This design comes from an exercise in tuning for small area and a short achievable clock period on the open sky130 flow, not from production work.
In this exercise RTL edits were held to simulation tests only and were not proved equivalent to the original.
No driver is modelled on the clock port, so clock power and skew are understated where the tree is cut down; a real chip needs a root buffer or a tree.
Power figures rest on the tool's default switching activity, not on a simulated workload.

== v24 ==
==> flow/design.v (excerpt) <==
module alu #(parameter DATA_WIDTH = 32, OP = 3)
(
    input wire start,
    input wire clk,
    input wire reset_n,
    input wire [DATA_WIDTH - 1 : 0] A,
    input wire [DATA_WIDTH - 1 : 0] B,
    input wire [OP - 1 : 0] op,
    output wire [DATA_WIDTH - 1 : 0] result,
    output reg done
);
For scale: roughly 1,700 cells after synthesis, about 180 flip-flops, about 100 I/O pins, ~17,000 um2 of cells after synthesis.
==> flow/config.mk <==
export PLATFORM = sky130hd
export DESIGN_NAME = alu
export DESIGN_NICKNAME = alu
export VERILOG_FILES = /design/flow/design.v
export SDC_FILE = /design/flow/constraint.sdc
export NUM_CORES = 4
export LEC_CHECK = 0
export CAP_MARGIN = 20
export CORE_MARGIN = 2
export CORE_UTILIZATION = 45
export SETUP_SLACK_MARGIN = 5
export SLEW_MARGIN = 20
export SYNTH_HIERARCHICAL = 1
export SYNTH_MINIMUM_KEEP_SIZE = 0
==> flow/constraint.sdc <==
create_clock -name core_clock -period 9.5 [get_ports {clk}]
set_input_delay 1.9000 -clock core_clock [delete_from_list [all_inputs] [get_ports {clk}]]
set_output_delay 1.9000 -clock core_clock [all_outputs]
set_load 0.01 [all_outputs]
standard.sh (not shown) runs the stock make flow with config.mk's settings and CLKGATE_MAP_FILE= SYNTH_SCRIPT=/design/flow/synth_recipe.tcl, a recipe that flattens the netlist after the stock synthesis.
==> flow/flow/run.sh <==
#!/bin/bash
# The standard layout flow (standard.sh: ORFS with the standard flow's config and standard synthesis),
# with these changes:
#  - after floorplan, prep.tcl sets combinational cells to drive strength 1 (and gives
#    registers with a large fanout a stronger drive), so that the resizer, which sees the
#    placement, chooses the sizes;
#  - the ports are buffered with buf_2 cells (ORFS would pick clkdlybuf4s50_1 delay cells);
#  - the clock tree is two levels of clkbuf_16 buffers: 4 driven by the clock port, 8 leaf
#    buffers each at the centre of a group of registers (clock_tree.tcl, run by ORFS's cts
#    step in place of TritonCTS);
#  - repair_timing aims at a setup slack margin of 5.25 ns.
set -e
export BUFFER_PORTS_ARGS="-buffer_cell sky130_fd_sc_hd__buf_2"
export PRE_CTS_TCL=$(pwd)/flow/clock_tree.tcl
export CLK_GROUPS=8
export CLK_ROOTS=4
bash standard.sh SETUP_SLACK_MARGIN=5.25 floorplan > standard_floorplan.log 2>&1
ODB_IN=$(ls -d orfs/results/*/alu/base)/2_floorplan.odb FLOP_FANOUT=6 LIB_FILE=$FLOW_HOME/platforms/sky130hd/lib/sky130_fd_sc_hd__tt_025C_1v80.lib openroad -no_splash -exit flow/prep.tcl > prep.log 2>&1
bash standard.sh SETUP_SLACK_MARGIN=5.25 finish > standard.log 2>&1
==> flow/flow/prep.tcl <==
# Runs on the floorplan database, before placement:
#  0. synthesis buffers are removed;
#  1. every combinational cell that synthesis gave a larger drive strength is set back to
#     its drive-1 version; the resizer, which sees the placement, sizes cells afterwards;
#  2. registers whose output drives more than FLOP_FANOUT pins get the drive-4 version of
#     their cell (same cell type, larger drive strength).
read_db $::env(ODB_IN)
read_liberty $::env(LIB_FILE)
# synthesis buffers go first (placement would remove them anyway), so that register
# fanouts are counted as placement will see them
remove_buffers
set db [ord::get_db]
set block [ord::get_db_block]
set n 0
set f 0
foreach inst [$block getInsts] {
  set m [$inst getMaster]
  set name [$m getName]
  if {[$m isSequential]} {
    if {[regexp {^(sky130_fd_sc_hd__dfxtp)_([0-9]+)$} $name -> base size]} {
      set q [$inst findITerm Q]
      set net [$q getNet]
      if {$net ne "NULL" && [llength [$net getITerms]] - 1 > $::env(FLOP_FANOUT)} {
        $inst swapMaster [$db findMaster ${base}_4]
        incr f
      }
    }
    continue
  }
  if {[regexp {^(sky130_fd_sc_hd__[a-z0-9]+)_([0-9]+)$} $name -> base size] && $size > 1} {
    if {[string match "*df*" $base] || [string match "*dl*" $base] || [string match "*clk*" $base]} { continue }
    set new [$db findMaster ${base}_1]
    if {$new ne "NULL"} { $inst swapMaster $new; incr n }
  }
}
puts "downsized $n instances, upsized $f registers"
write_db $::env(ODB_IN)
Other scripts of this flow, unchanged in this note and not shown: flow/flow/clock_tree.tcl
> inputs changed (v24 -> v55)
-- flow/flow/run.sh --
<<< v24, line 16
export CLK_ROOTS=4
bash standard.sh SETUP_SLACK_MARGIN=5.25 floorplan > standard_floorplan.log 2>&1
ODB_IN=$(ls -d orfs/results/*/alu/base)/2_floorplan.odb FLOP_FANOUT=6 LIB_FILE=$FLOW_HOME/platforms/sky130hd/lib/sky130_fd_sc_hd__tt_025C_1v80.lib openroad -no_splash -exit flow/prep.tcl > prep.log 2>&1
bash standard.sh SETUP_SLACK_MARGIN=5.25 finish > standard.log 2>&1
>>> v55, line 16
export CLK_ROOTS=4
bash standard.sh SETUP_SLACK_MARGIN=5.25 floorplan > standard_floorplan.log 2>&1
ODB_IN=$(ls -d orfs/results/*/alu/base)/2_floorplan.odb FLOP_FANOUT=8 openroad -no_splash -exit flow/prep.tcl > prep.log 2>&1
bash standard.sh SETUP_SLACK_MARGIN=5.25 finish > standard.log 2>&1
-- flow/flow/prep.tcl --
<<< v24, line 1
# Runs on the floorplan database, before placement:
#  0. synthesis buffers are removed;
#  1. every combinational cell that synthesis gave a larger drive strength is set back to
#     its drive-1 version; the resizer, which sees the placement, sizes cells afterwards;
>>> v55, line 1
# Runs on the floorplan database, before placement:
#  1. every combinational cell that synthesis gave a larger drive strength is set back to
#     its drive-1 version; the resizer, which sees the placement, sizes cells afterwards;
<<< v24, line 6
#     their cell (same cell type, larger drive strength).
read_db $::env(ODB_IN)
read_liberty $::env(LIB_FILE)
# synthesis buffers go first (placement would remove them anyway), so that register
# fanouts are counted as placement will see them
remove_buffers
set db [ord::get_db]
set block [ord::get_db_block]
>>> v55, line 5
#     their cell (same cell type, larger drive strength).
read_db $::env(ODB_IN)
set db [ord::get_db]
set block [ord::get_db_block]
==> comparison <==
From v55 to v24, adder and majority gate portion of the synthesized area did not move at all.
~same worst hold slack in v24 and v55
Routed wire in v55 totals more than in v24.
Post-layout utilization of the core delta (v24 -> v55): insignificant
Of v55 and v24, it is v55 that has the higher number of buffers inserted by post-CTS setup repair.
### v55 -> v50
==> flow/flow/run.sh <==
#!/bin/bash
# The standard layout flow (standard.sh: ORFS with the standard flow's config and standard synthesis),
# with these changes:
#  - after floorplan, prep.tcl sets combinational cells to drive strength 1 (and gives
#    registers with a large fanout a stronger drive), so that the resizer, which sees the
#    placement, chooses the sizes;
#  - the ports are buffered with buf_2 cells (ORFS would pick clkdlybuf4s50_1 delay cells);
#  - the clock tree is two levels of clkbuf_16 buffers: 4 driven by the clock port, 8 leaf
#    buffers each at the centre of a group of registers (clock_tree.tcl, run by ORFS's cts
#    step in place of TritonCTS);
#  - repair_timing aims at a setup slack margin of 5.4 ns.
set -e
export BUFFER_PORTS_ARGS="-buffer_cell sky130_fd_sc_hd__buf_2"
export PRE_CTS_TCL=$(pwd)/flow/clock_tree.tcl
export CLK_GROUPS=8
export CLK_ROOTS=4
bash standard.sh SETUP_SLACK_MARGIN=5.4 floorplan > standard_floorplan.log 2>&1
ODB_IN=$(ls -d orfs/results/*/alu/base)/2_floorplan.odb FLOP_FANOUT=6 LIB_FILE=$FLOW_HOME/platforms/sky130hd/lib/sky130_fd_sc_hd__tt_025C_1v80.lib openroad -no_splash -exit flow/prep.tcl > prep.log 2>&1
bash standard.sh SETUP_SLACK_MARGIN=5.4 finish > standard.log 2>&1
-- flow/flow/prep.tcl --
<<< v55, line 1
# Runs on the floorplan database, before placement:
#  1. every combinational cell that synthesis gave a larger drive strength is set back to
#     its drive-1 version; the resizer, which sees the placement, sizes cells afterwards;
>>> v50, line 1
# Runs on the floorplan database, before placement:
#  0. synthesis buffers are removed;
#  1. every combinational cell that synthesis gave a larger drive strength is set back to
#     its drive-1 version; the resizer, which sees the placement, sizes cells afterwards;
<<< v55, line 5
#     their cell (same cell type, larger drive strength).
read_db $::env(ODB_IN)
set db [ord::get_db]
set block [ord::get_db_block]
>>> v50, line 6
#     their cell (same cell type, larger drive strength).
read_db $::env(ODB_IN)
read_liberty $::env(LIB_FILE)
# synthesis buffers go first (placement would remove them anyway), so that register
# fanouts are counted as placement will see them
remove_buffers
set db [ord::get_db]
set block [ord::get_db_block]
==> comparison <==
- Total power (v50 over v55): increase, 0.10 mW
- Taking v55 as the reference, in v50 global-route usage down 0.49 points, met3 track utilization from global routing decreased by 0.55 points relative to the old numbers, routability congestion estimate from global placement now larger.
In every run of this note, the design's own scripts or RTL, not TritonCTS, make the clock network.

what the ideal ports hide:
Ports are ideal in the flow. The routed layouts listed here were re-timed in OpenROAD. Step 1 (the two cells are an assumption about what drives the block):
set clk [get_ports {clk}]
set_driving_cell -lib_cell sky130_fd_sc_hd__clkbuf_16 $clk
set_driving_cell -lib_cell sky130_fd_sc_hd__buf_2 [delete_from_list [all_inputs] $clk]
Step 2 moves the port delays by t, midway between the first and last clock arrival at a register: inputs arrive t later, outputs are due t later. That takes back most of the time a late clock gives input paths. a / b / c = ideal ports / drivers / drivers and shift; a / b = the first two.
run	t (ns)	setup WS [ns]	worst setup path after step 2
v24	0.399	5.387 / 5.286 / 5.248	input to register
v55	0.419	5.216 / 5.196 / 5.216	register to register
v50	0.398	5.451 / 5.347 / 5.339	input to register
After both steps every run listed still meets setup and hold. For v24, which loses most, drivers alone change the setup slack by -0.101 ns; drivers and shift together by -0.139 ns.
